From an optimization exercise on the open Yosys and OpenROAD flow, aimed at small area and a short achievable clock period; shortcuts taken in it are not production practice.
No functional check of the RTL was part of any run shown here.
No activity file was given, so power comes from the tool's default toggle rates.

==> flow/design.v <==
module Registers (
  input  [31:0] A,
  input  [31:0] B,
  input         gt_e,
  input         eq_e,
  input         of_in,
  input         rst_d,    
  output [31:0] Out
);
  function [32:0] add;
    input [31:0] a, b;
    input cin;
    input integer n;
    reg [31:0] g, p, g0, p0;
    integer i, l, j;
    begin
      g0 = a & b;
      p0 = a ^ b;
      g = g0;
      p = p0;
      g[0] = g0[0] | (p0[0] & cin);
      for (l = 0; (1 << l) < n; l = l + 1)
        for (i = 0; i < n; i = i + 1)
          if (i & (1 << l)) begin
            j = ((i >> l) << l) - 1;
            g[i] = g[i] | (p[i] & g[j]);
            p[i] = p[i] & p[j];
          end
      add = {g[n-1], p0 ^ {g[30:0], cin}};
    end
  endfunction
  wire        sa = A[31], sb = B[31];
  wire [7:0]  ea = A[30:23], eb = B[30:23];
  wire        sub = sa ^ sb;
  wire [23:0] ma = {1'b1, A[22:0]}, mb = {1'b1, B[22:0]};
  wire [32:0] fc  = add({9'd0, A[22:0]}, {9'd0, ~B[22:0]}, 1'b1, 23);
  wire        fge = fc[32];
  wire        agb = gt_e | (eq_e & fge);    
  wire        sw  = eq_e & fge;             
  wire [32:0] s0w = add({24'd0, ea}, {24'd0, ~eb}, 1'b0, 8);
  wire [7:0]  s0  = s0w[7:0];
  wire [7:0]  dd  = s0 ^ {8{~gt_e}};
  wire [7:0]  eL  = gt_e ? ea : eb;
  wire [23:0] xP  = (gt_e ? {1'b0, mb[23:1]} : ma) ^ {24{sub}};
  wire [55:0] xw  = {{32{sub}}, xP} >> dd[4:0];
  wire [23:0] xS  = (|dd[7:5]) ? {24{sub}} : xw[23:0];
  wire [23:0] mS  = sw ? mb ^ {24{sub}} : xS;
  wire [23:0] mL  = agb ? ma : mb;
  wire [32:0] sm  = add({8'd0, mL}, {8'd0, mS}, sub, 24);
  wire [24:0] r   = {sm[32] ^ sub, sm[23:0]};
  wire [31:0] x0 = {r, 7'd0};
  reg  [15:0] a1, c1;    
  reg  [7:0]  a2;
  reg  [15:0] c2;
  reg  [3:0]  a3;
  reg  [11:0] c3;
  reg  [1:0]  a4;
  reg  [7:0]  c4;
  integer g;
  always @* begin
    for (g = 0; g < 16; g = g + 1) begin
      a1[g] = ~(x0[2*g+1] | x0[2*g]);
      c1[g] = ~x0[2*g+1];
    end
    for (g = 0; g < 8; g = g + 1) begin
      a2[g] = a1[2*g+1] & a1[2*g];
      c2[2*g +: 2] = a1[2*g+1] ? {1'b1, c1[2*g]} : {1'b0, c1[2*g+1]};
    end
    for (g = 0; g < 4; g = g + 1) begin
      a3[g] = a2[2*g+1] & a2[2*g];
      c3[3*g +: 3] = a2[2*g+1] ? {1'b1, c2[4*g +: 2]} : {1'b0, c2[4*g+2 +: 2]};
    end
    for (g = 0; g < 2; g = g + 1) begin
      a4[g] = a3[2*g+1] & a3[2*g];
      c4[4*g +: 4] = a3[2*g+1] ? {1'b1, c3[6*g +: 3]} : {1'b0, c3[6*g+3 +: 3]};
    end
  end
  wire [4:0]  lz = a4[1] ? {1'b1, c4[3:0]} : {1'b0, c4[7:4]};
  wire [31:0] x1 = lz[4] ? {x0[15:0], 16'd0} : x0;
  wire [31:0] x2 = lz[3] ? {x1[23:0], 8'd0} : x1;
  wire [31:0] x3 = lz[2] ? {x2[27:0], 4'd0} : x2;
  wire [31:0] x4 = lz[1] ? {x3[29:0], 2'd0} : x3;
  wire [31:0] x5 = lz[0] ? {x4[30:0], 1'd0} : x4;
  wire        z  = ~|r;
  wire [7:0]  e1 = eL + 8'd1;
  wire [7:0]  e2 = eL + 8'd2;
  wire [7:0]  pe = z ? 8'd0 : e1 - {3'd0, lz};
  wire        of = of_in | (~z & (e2 == {3'd0, lz}));
  wire        sign = (agb ? sa : sb) & ~z;
  assign Out = rst_d ? 32'h00800000 : of ? 32'd0 : {sign, pe, x5[30:8]};
endmodule
module FPA (
  input  [31:0] A,
  input  [31:0] B,
  output        gt_e,     
  output        eq_e,     
  output        of_in     
);
  wire [7:0] ea = A[30:23], eb = B[30:23];
  assign gt_e  = ea > eb;
  assign eq_e  = ea == eb;
  assign of_in = (&ea) | (&eb);
endmodule
module FPA_final (
  input         clk,
  input         rst,
  input  [31:0] in1,
  input  [31:0] in2,
  output reg [31:0] OUT
);
  wire gt_n, eq_n, of_n;
  FPA B1 (.A(in1), .B(in2), .gt_e(gt_n), .eq_e(eq_n), .of_in(of_n));
  reg [31:0] A, B;
  reg        gt_e, eq_e, of_in, rst_d;
  always @(posedge clk) begin
    A     <= in1;
    B     <= in2;
    gt_e  <= gt_n;
    eq_e  <= eq_n;
    of_in <= of_n;
    rst_d <= rst;
  end
  wire [31:0] C;
  Registers M (.A(A), .B(B), .gt_e(gt_e), .eq_e(eq_e), .of_in(of_in),
               .rst_d(rst_d), .Out(C));
  always @(posedge clk) begin
    if (rst)
      OUT <= 32'd0;
    else
      OUT <= C;
  end
endmodule
==> flow/flow/run.sh <==
#!/bin/bash
# Standard layout with three changes: the full/half-adder extraction pass is
# skipped in synthesis (ABC maps the prefix adders directly), the ports get
# sky130 buf_1 buffers, and the repair passes aim below the design's period.
cp config.mk config_orig.log
cat >> config.mk <<'EOC'
export ADDER_MAP_FILE =
export SETUP_SLACK_MARGIN = 16.3
export BUFFER_PORTS_ARGS = -buffer_cell sky130_fd_sc_hd__buf_1
EOC
bash standard.sh > standard_run.log 2>&1
==> flow/standard.sh <==
#!/bin/bash
# synth_recipe.tcl (not shown) runs the flow's synth.tcl, then flattens the netlist and writes it again
# the make line also repeats each setting of config.mk as NAME=value (left out here)
make -C /OpenROAD-flow-scripts/flow DESIGN_CONFIG=/design/flow/config.mk WORK_HOME=/design/flow/orfs CLKGATE_MAP_FILE= SYNTH_SCRIPT=/design/flow/synth_recipe.tcl "${@:-finish}"
==> flow/config.mk <==
export PLATFORM = sky130hd
export DESIGN_NAME = FPA_final
export DESIGN_NICKNAME = FPA_final
export VERILOG_FILES = /design/flow/design.v
export SDC_FILE = /design/flow/constraint.sdc
export NUM_CORES = 4
export LEC_CHECK = 0
export ABC_AREA = 1
export CAP_MARGIN = 20
export CORE_MARGIN = 2
export CORE_UTILIZATION = 40
export SLEW_MARGIN = 20
export ADDER_MAP_FILE =
export SETUP_SLACK_MARGIN = 16.3
export BUFFER_PORTS_ARGS = -buffer_cell sky130_fd_sc_hd__buf_1
==> flow/constraint.sdc <==
create_clock -name core_clock -period 22.0 [get_ports {clk}]
set_input_delay 4.4000 -clock core_clock [delete_from_list [all_inputs] [get_ports {clk}]]
set_output_delay 4.4000 -clock core_clock [all_outputs]
set_load 0.01 [all_outputs]
==> qor.txt, run 1 <==
status - no timing/DRC/antenna violations
Worst Hold Class - reg -> reg
Total Neg Setup Slack - 0 ns
EDFF count, synth - 0
PD cells - 93.1 nW/um2
share of cells above drive strength 1 - 11.9%
cell mode on critical path - nor3_1
routed vias - 11,300
final setup margin - 16.67 ns
CP endpoint kind - register
Clock Latency Late Sink - 0.37 ns
Worst Setup SP - in2[24]
total gr overflow - 0
critical-path cell list - buf_1, inv_1, o21ai_0, a21oi_1, a211oi_1, nor3_1, nor3_1, nor3_1, nor3_1, nor3_1
Num CTS Buffers - 9
R2R Path End - OUT[22]
synth unique cells - 53
post-route DRC violation count - 0
RSZ-0062 raised after global routing - no
root buffer cell - clkbuf_16
die width - 160 um
hold buffers post-CTS - 0
worst slack at placement - 15.02 ns
cell area after layout - 11,200 um2
critical setup path kind - in -> reg
cell total after placement - 2,127
Max stage delay on crit path - 0.24 ns
total chip power - 1.04 mW
Die Y - 160 um
DRT iter0 DRCs - 908
Final Hold Viols - 0
area delta synth->final - 14.7%
drt wl/cell - 14.6 um
die area - 25,700 um2
Max Slew Vio Count - 0
Stages on worst setup path - 10
slew margin rel. - 33.8%
filler cell count - 2,609
Vias per Instance - 5.19
Starting Density - 40.5%
largest net degree at the start of global routing - 54
CP required - 22.26 ns
nets@finish - 1,917
Final ANT Viol Nets - 0
crit share post-route - 24.2%
row count - 57
Slew @ Worst Pin - 0.982 ns
CTS tree - yes
Syn Area/Cell - 5.56 um2
sequential area share after synthesis - 20.5%
r2r setup slk - 16.70 ns
critical path's slowest cell - o21ai_0
post-route minimum period - 5.33 ns
CP endpoint - gt_e
Critical R2R Launch - gt_e
vias in the first global route - 10,200
post-DP HPWL - 23,500 um
GRT Total Usage - 23.8%
Max Cap Viol - 0
RePlAce Congestion - 0.934
hold wc startpoint - rst_d
critical path startpoint category - input pin
Max Clock Freq - 188 MHz
CP max FO - 3
CTS Sinks - 100
CP arrival - 5.58 ns
io pins - 98
dominant synthesized flop cell - dfxtp_1
warning count from the yosys run - 2
CP top delay family - compound AO/OA/AOI/OAI gates
Setup Skew - 0.00963 ns
WP buf/inv - 2
antenna violations before repair - 0
Synth Instances - 1,760
P_leak - 5.69 nW
area share of the largest cell type after synthesis - 25.4%
post-synth top area cell - nand2_1
largest cells by area after synthesis - nand2_1 (25%), dfxtp_1 (20%), nand3_1 (12%)
Mapped Area - 9780 um2
CTS H-tree lvls - 3
r2r worst-path depth - 37
Core ar. - 24,200 um2
Post-Syn Nets - 1,826
Port-buffer cells - 97
post-placement cell area - 10,200 um2
VDD IR-drop max - 0.0000364 V
Layout Cells excl Fill - 2,180
global-route wire length before repair - 50,000 um
Routed WL - 31,900 um
final setup violation count - 0
Synth async-reset ratio - 0%
drt first pass iters - 5
Seq cells post-synth - 100
# diodes - 0
Reg clk slew, reported paths - 0.08 ns
CTS Buffer Depth - 2
worst register-to-register path, delay by kind of cell (launching register included):
family / cells / cell delay (ns)
AND/OR/NAND/NOR: 27 / 3.41
buffers and inverters: 6 / 0.74
AO/OA/AOI/OAI: 4 / 0.74
flip-flops: 1 / 0.35
registers in the layout (all words and copies together), names as in the netlist:
signal / count
gt_e: 1
eq_e: 1
OUT: 32
of_in: 1
A: 32
B: 32
rst_d: 1
what timing repair did:
item,4_1_cts,5_1_grt
hold endpoints to repair,0,0
gates cloned,0,10
pin swaps,1,13
resized for setup,26,55
setup buffers,0,27
endpoints found under the setup margin,32,32
per-stage QoR:
step | util (%) | hold slack [ns]
final | 46.4 | 0.453
after global routing | 46.4 | 0.491
after CTS | 44.0 | 0.458
after detailed placement | 42.3 | 0.444
after global placement | 42.3 | 0.439
after floorplan | - | 0.424
worst min path at each step:
stage	to	cells past startpoint	slack, ns
6_report	OUT[23]	2	0.45
5_1_grt	OUT[23]	2	0.49
4_1_cts	OUT[23]	2	0.46
3_5_place_dp	OUT[23]	2	0.44
3_3_place_gp	OUT[23]	2	0.44
2_1_floorplan	OUT[23]	2	0.42
cell type report:
cell class	instances	area, um2	area share [%]
inverter	189	741	6.60
clock buffer	10	239	2.13
clock inverter	6	80.1	0.714
timing repair buffer	130	703	6.27
sequential	100	2010	17.9
multi-input combinational	1420	7040	62.7
tap	324	405	3.61
timing repair inverter	1	5.00	0.0446
power breakdown:
| group | switching, mW | internal [mW] | total (mW) |
|---|---|---|---|
| Combinational | 0.451 | 0.207 | 0.657 |
| Sequential | 0.0108 | 0.202 | 0.213 |
| Clock | 0.0803 | 0.0934 | 0.174 |
layout by cell type, fill, tap and decap left out, drive strengths merged, types with 2 or more instances in the layout:
cell	instances
a21boi	7
a21o	4
a21oi	67
buf	129
clkbuf	11
clkinv	4
clkinvlp	4
dfxtp	100
inv	187
mux2i	2
nand2	720
nand3	235
nand3b	6
nand4	15
nor2	151
nor3	14
nor4	2
o2111ai	4
o211ai	12
o21a	6
o21ai	124
o22ai	4
or2	13
xnor2	5
xor2	23
cell usage after synthesis (14+ instances only):
cell type	number
inv_1	166
nand3_1	227
nand2_1	661
dfxtp_1	100
buf_2	27
o21ai_1	29
a21oi_1	43
o21ai_0	89
a21oi_2	19
inv_2	20
xor2_1	21
nor3_1	14
nand4_1	15
nor2_1	138
nand2_2	44
layer usage:
layer | part of all wire, % | global-route usage, % | routed length (um) | vias up
li1 | - | - | - | 5825
met1 | 47 | 32.0 | 14900 | 5136
met2 | 46 | 40.2 | 14800 | 314
met3 | 5.4 | 3.41 | 1730 | 43
met4 | 1.7 | 5.65 | 541 | 0
met5 | 0 | 0 | 0 | -
logic make-up (layout without fill, tap and decap cells):
group / after synthesis / in the layout / synth area share, %
compound gates: 232 / 232 / 14.5
xor+xnor: 28 / 28 / 2.66
buf+inv: 248 / 336 / 11.0
flops: 100 / 100 / 20.5
mux: 2 / 2 / 0.205
simple gates: 1150 / 1158 / 51.2
==> run 2: changes to the inputs <==
--- a/flow/flow/run.sh
+++ b/flow/flow/run.sh
@@ -5,7 +5,7 @@
 cp config.mk config_orig.log
 cat >> config.mk <<'EOC'
 export ADDER_MAP_FILE =
-export SETUP_SLACK_MARGIN = 16.3
+export SETUP_SLACK_MARGIN = 16.0
 export BUFFER_PORTS_ARGS = -buffer_cell sky130_fd_sc_hd__buf_1
 EOC
 bash standard.sh > standard_run.log 2>&1
--- a/flow/config.mk
+++ b/flow/config.mk
@@ -11,5 +11,5 @@
 export CORE_UTILIZATION = 40
 export SLEW_MARGIN = 20
 export ADDER_MAP_FILE =
-export SETUP_SLACK_MARGIN = 16.3
+export SETUP_SLACK_MARGIN = 16.0
 export BUFFER_PORTS_ARGS = -buffer_cell sky130_fd_sc_hd__buf_1
==> qor.txt, run 2 <==
status - no timing/DRC/antenna violations
Die Y - 160 um
Synth async-reset ratio - 0%
vias in the first global route - 10,100
PD cells - 93.9 nW/um2
GRT met3 Usage - 3.41%
area share of the largest cell type after synthesis - 25.4%
die width - 160 um
synth unique cells - 53
drt wl/cell - 14.3 um
Critical R2R Launch - B[3]
post-route DRC violation count - 0
grt peak-use layer - met2
Max Slew Vio Count - 0
r2r worst-path depth - 38
CP top delay family - simple AND/OR/NAND/NOR gates
crit share post-route - 24.9%
drt first pass iters - 6
global-route wire length before repair - 50,000 um
warning count from the yosys run - 2
RSZ-0062 raised after global routing - no
Post-synth top cells - nand2_1 (661), nand3_1 (227), inv_1 (166)
Reg clk slew, reported paths - 0.08 ns
r2r setup slk - 16.51 ns
largest net degree at the start of global routing - 54
post-DP HPWL - 23,500 um
Clock Latency Late Sink - 0.37 ns
R2R Path End - OUT[0]
EDFF count, synth - 0
CP required - 22.25 ns
row count - 57
# diodes - 0
Seq pwr share - 20.8%
hold-critical path endpoint - OUT[23]
CTS tree - yes
Worst Hold Class - reg -> reg
CTS H-tree lvls - 3
Routed WL - 30,900 um
Syn Area/Cell - 5.56 um2
filler cell count - 2,642
Logic pwr share - 62.1%
Slew @ Worst Pin - 0.943 ns
Seq cells post-synth - 100
Starting Density - 40.5%
CP endpoint kind - register
Setup Skew - 0.00851 ns
worst slack at placement - 15.02 ns
switching pwr - 0.530 mW
Final ANT Viol Nets - 0
worst hold slack - 0.454 ns
cell mode on critical path - nand2_1
Mapped Area - 9780 um2
GRT Total Usage - 23.8%
post-route minimum period - 5.49 ns
largest registers - A (32), B (32), OUT (32)
nets@finish - 1,895
sw frac - 51.9%
sequential area share after synthesis - 20.5%
critical path's slowest cell - dfxtp_1
Num CTS Buffers - 9
routed vias - 11,100
M1 GR Usage - 32.0%
final setup violation count - 0
CP max FO - 23
VDD IR-drop max - 0.0000348 V
share of cells above drive strength 1 - 9.98%
post-synth top area cell - nand2_1
RePlAce Congestion - 0.934
antenna violations before repair - 0
Final Hold Viols - 0
most frequent cells in the layout - nand2_1 (656), nand3_1 (226), inv_1 (164)
most common cell after layout, fill and taps aside - nand2_1
CP arrival - 5.74 ns
Max Cap Viol - 0
total gr overflow - 0
Port-buffer cells - 97
area delta synth->final - 11.2%
met2 global-route usage - 40.2%
die area - 25,700 um2
critical setup path kind - reg -> reg
critical path startpoint category - register
most frequent cell after synthesis - nand2_1
root buffer cell - clkbuf_16
CTS Sinks - 100
Synth Instances - 1,760
hold wc startpoint - rst_d
CTS Buffer Depth - 2
dominant synthesized flop cell - dfxtp_1
Hold Path Stages - 2
Post-Syn Nets - 1,826
Total Neg Setup Slack - 0 ns
P_int - 0.491 mW
Core ar. - 24,200 um2
Max stage delay on crit path - 0.39 ns
largest cells by area after synthesis - nand2_1 (25%), dfxtp_1 (20%), nand3_1 (12%)
Clk pwr share - 17.1%
io pins - 98
final setup margin - 16.51 ns
Vias per Instance - 5.15
Max Clock Freq - 182 MHz
DRT iter0 DRCs - 816
WP buf/inv - 4
slew margin rel. - 36.5%
P_leak - 5.56 nW
## run 2: cell counts after synthesis
Identical to the previous run, type by type.
## run 2: how the worst max path moves through the flow
stage | from | endpoint | slack, ns | cells past startpoint
after floorplan | in2[24] | gt_e | 16.62 | 9
final | B[3] | OUT[0] | 16.51 | 38
after detailed placement | gt_e | OUT[0] | 15.02 | 38
after CTS | gt_e | OUT[0] | 16.01 | 40
after global routing | B[3] | OUT[0] | 15.96 | 41
after global placement | gt_e | OUT[0] | 15.22 | 38
## run 2: cell type report
class | count | area [um2] | area share [%]
clock buffers | 10 | 239 | 2.20
clock inverters | 6 | 80.1 | 0.736
inverters | 189 | 738 | 6.79
multi-input cells | 1416 | 6880 | 63.3
flip-flops and latches | 100 | 2000 | 18.4
well taps | 324 | 405 | 3.73
repair buffers | 112 | 528 | 4.85
repair inverters | 1 | 5.00 | 0.0460
## run 2: per-layer routing
metal,part of all wire (%),vias to the layer above
li1,-,5779
met1,47,5016
met2,46,277
met3,5.2,41
met4,1.7,0
met5,0,-
## run 2: metrics by stage
stage                     utilization (%)  total power [mW]  area [um2]  std cells
after global placement               42.3             0.826       10200       2127
after detailed placement             42.3             0.826       10200       2127
after CTS                            43.8              1.01       10600       2143
after global routing                 45.0              1.12       10900       2158
after floorplan                         -             0.695        9780       1760
final                                45.0              1.02       10900       2158
## run 2: worst reg2reg max path, delay by kind of cell, from the launching register on
kind | cells | cell delay (ns)
DFF | 1 | 0.39
AOI/OAI and AO/OA | 3 | 0.70
and+or+nand+nor | 31 | 3.93
buffers and inverters | 4 | 0.36
## run 2: timing repair
item / CTS / global route
setup endpoints to repair: 32 / 32
cloned: 0 / 5
resized for setup: 17 / 34
pin swaps: 0 / 6
endpoints found under the hold margin: 0 / 0
hold buffers: 0 / 0
buffers inserted: 0 / 10
## run 2: logic make-up after synthesis
kind of cell	synth area share, %
and+or+nand+nor	51.2
buffers and inverters	11.0
AOI/OAI and AO/OA	14.5
DFF	20.5
xor gates and xnor gates	2.66
muxes	0.205
## run 2: power by group through the flow
stage                     Combinational [mW]  Clock, mW  Sequential, mW
after detailed placement               0.609          0           0.217
after global routing                   0.717      0.187           0.215
after CTS                              0.614      0.179           0.213
after floorplan                        0.473          0           0.222
final                                  0.634      0.175           0.213
after global placement                 0.609          0           0.217

==> what the ideal ports hide <==
The flow's constraints put no driver on any port. The routed layouts listed below were extracted and timed again, unchanged, in two steps. Step 1, drivers: a clkbuf_16 drives clk and a buf_2 each remaining input, both assumed. Step 2 moves the port delays by t, midway between the first and last clock arrival at a register: inputs arrive t later, outputs are due t later. That takes back most of the time a late clock gives input paths. Slacks: no drivers / after step 1 / after step 2; pairs: no drivers / after step 1.
run | shift t [ns] | setup WS [ns] | worst register clock-pin slew, ns | pins driven straight from the clock port
run 1 | 0.412 | 16.673 / 16.696 / 16.283 | 0.08 / 0.08 | 1
run 2 | 0.415 | 16.514 / 16.514 / 16.278 | 0.08 / 0.08 | 1
After both steps every run listed still meets setup and hold. For run 1, which loses most, drivers alone change the setup slack by +0.023 ns; drivers and shift together by -0.390 ns.
